This is an optimization exercise on Yosys and OpenROAD, whose aim is small area and a short achievable clock period, not a production implementation.
Function was checked by simulation only, so behaviour that the tests miss may differ from the original.
No activity file was given, so power comes from the tool's default toggle rates.

==> run a <==
## conv3x3_fp32
module conv3x3_fp32(
    input         clk,
    input         resetn,
    input         valid_in,
    input  [31:0] data,
    input  [31:0] w1, w2, w3, w4, w5, w6, w7, w8, w9,
    output        valid_out,
    output [31:0] data_out
);
==> flow/config.mk <==
export PLATFORM = sky130hd
export DESIGN_NAME = conv3x3_fp32
export DESIGN_NICKNAME = conv3x3_fp32
export VERILOG_FILES = /design/flow/design.v
export SDC_FILE = /design/flow/constraint.sdc
export NUM_CORES = 8
export LEC_CHECK = 0
export CAP_MARGIN = 30
export CORE_MARGIN = 2
export CORE_UTILIZATION = 55
export SETUP_SLACK_MARGIN = 4.2
export SLEW_MARGIN = 20
==> flow/constraint.sdc <==
create_clock -name core_clock -period 8.0 [get_ports {clk}]
set_input_delay 1.6000 -clock core_clock [delete_from_list [all_inputs] [get_ports {clk}]]
set_output_delay 1.6000 -clock core_clock [all_outputs]
set_load 0.01 [all_outputs]
standard.sh (not shown) runs the stock make flow with config.mk's settings and CLKGATE_MAP_FILE= SYNTH_SCRIPT=/design/flow/synth_recipe.tcl, a recipe that flattens the netlist after the stock synthesis.
==> flow/flow/run.sh <==
#!/bin/bash
set -euo pipefail
export BUFFER_PORTS_ARGS="-buffer_cell sky130_fd_sc_hd__buf_4"
bash standard.sh > standard_flow.log 2>&1
==> run b: changes against run a <==
--- a/flow/design.v
+++ b/flow/design.v
@@ -1663,17 +1663,18 @@
   wire [22:0] sm0 = agb ? b[22:0] : a[22:0];
   wire [7:0] es0 = agb ? eb : ea;
   wire kab = (dab > 8'd23) | (eb == 8'd0), kba = (dba > 8'd23) | (ea == 8'd0);
   wire kill0 = agb ? kab : kba;
   wire sgn0 = agb ? a[31] : b[31];
   wire sub0 = a[31] ^ b[31];
-  wire [23:0] msa0 = {1'b1, sm0};
-  reg [22:0] mb1; reg [7:0] eb1; reg [23:0] ms1; reg [4:0] d1; reg kill1, sub1, sgn1;
+  reg [22:0] ma1, mc1; reg agb1; reg [7:0] eb1; reg [4:0] d1; reg kill1, sub1, sgn1;
   always @(posedge clk) begin
-    mb1 <= big0[22:0]; eb1 <= big0[30:23]; ms1 <= msa0; d1 <= d0[4:0]; kill1 <= kill0; sub1 <= sub0; sgn1 <= sgn0;
+    ma1 <= a[22:0]; mc1 <= b[22:0]; agb1 <= agb; eb1 <= big0[30:23]; d1 <= d0[4:0]; kill1 <= kill0; sub1 <= sub0; sgn1 <= sgn0;
   end
+  wire [22:0] mb1 = agb1 ? ma1 : mc1;
+  wire [23:0] ms1 = {1'b1, agb1 ? mc1 : ma1};
   wire [23:0] sh1 = kill1 ? 24'd0 : (ms1 >> d1);
   wire [24:0] bx1 = {1'b0, sh1} ^ {25{sub1}};
   wire [23:0] mh1 = {eb1 != 8'd0, mb1};
   wire [24:0] gb1 = {1'b0, mh1} & bx1, pb1 = {1'b0, mh1} ^ bx1;
   reg [24:0] gq, pq; reg [7:0] ebq; reg subq, sgnq;
   always @(posedge clk) begin gq <= gb1; pq <= pb1; ebq <= eb1; subq <= sub1; sgnq <= sgn1; end
Settings changed: ABC_AREA set to 1.
==> notes <==
Of run a and run b, run a has the higher critical path depth (gap 1).
Clock-buffer cell count: run b is lower than run a (10).
Between run a and run b, the lower fmax is in run b (gap about 5%, measured against run b).
Against run b, the sequential share of layout area of run a is higher by 0.056 points.
Hold slack: run a is lower than run b (42 ps).
Between run b and run a, the lower design area is in run a (gap about 0.34%, measured against run a).
In run a the final cell count is lower than in run b, by about 7%.
Register-to-register slack is about the same in run b and run a.
Non-clock buffer count: run a is lower than run b (103).
Core utilization: run b is higher than run a (1.2 points).
==> figures <==
metric                                                                 run a                    run b
Result of the run                                    complete, no violations  complete, no violations
Arrival time at the worst endpoint                                   4660 ps                  4920 ps
Initial antenna violation count                                           40                       64
Initial cell density of the core                                       0.553                    0.552
Number of tap instances                                                 6890                     6706
Fraction of area in clock buffers and inverters                       0.0534                   0.0543
Global-route usage over all layers                                     0.284                    0.307
Switching power                                                     61600 µW                 63900 µW
Fraction of area in registers                                          0.316                    0.315
Area share of the largest cell type after synthesis                    0.255                    0.260
Worst reg2reg endpoint                                           u_m8.t1_353              u_m7.t1_343
Die outline width                                                     723 µm                   716 µm
Grt met1 use                                                           0.383                    0.415
Xor/xnor cell area share of the yosys netlist                          0.103                    0.106
Via count                                                             195869                   209340
Number of placed instances with taps included                          33402                    35753
Synthesized area per cell                                           10.3 µm²                 9.33 µm²
Seq Cell Count                                                          4545                     4553
Min-Delay Startpoint                                              p1d[6][12]                a2.ebq[6]
Non-clk invs                                                            3562                     5027
Cell count along the critical path                                        10                        9
Post-placement setup slack                                           3260 ps                  2980 ps

==> afterwards: timing with drivers on the ports <==
In the flow no input, the clock included, has a driving cell. The finished layouts below were timed again as built, in two steps.
Step 1 sets driving cells, clkbuf_16 on the clock port and buf_2 on the other inputs (assumed; they add their load-dependent delay and slew).
Step 2 moves the port delays by t, midway between the first and last clock arrival at a register: inputs arrive t later, outputs are due t later. That takes back most of the time a late clock gives input paths.
Three values: ideal ports, drivers, drivers and shift; two values: the first two.
run	t (ns)	setup slack, ns	hold slack, ns	worst setup path at the end	latest minus earliest clock arrival (ns)
run a	1.143	4.241 / 4.241 / 3.296	0.245 / 0.245 / 0.245	input to register	0.131 / 0.131
run b	1.139	4.060 / 4.097 / 2.958	0.287 / 0.287 / 0.287	input to register	0.113 / 0.112
After both steps every run listed still meets setup and hold. For run b, which loses most, drivers alone change the setup slack by +0.037 ns; drivers and shift together by -1.102 ns.
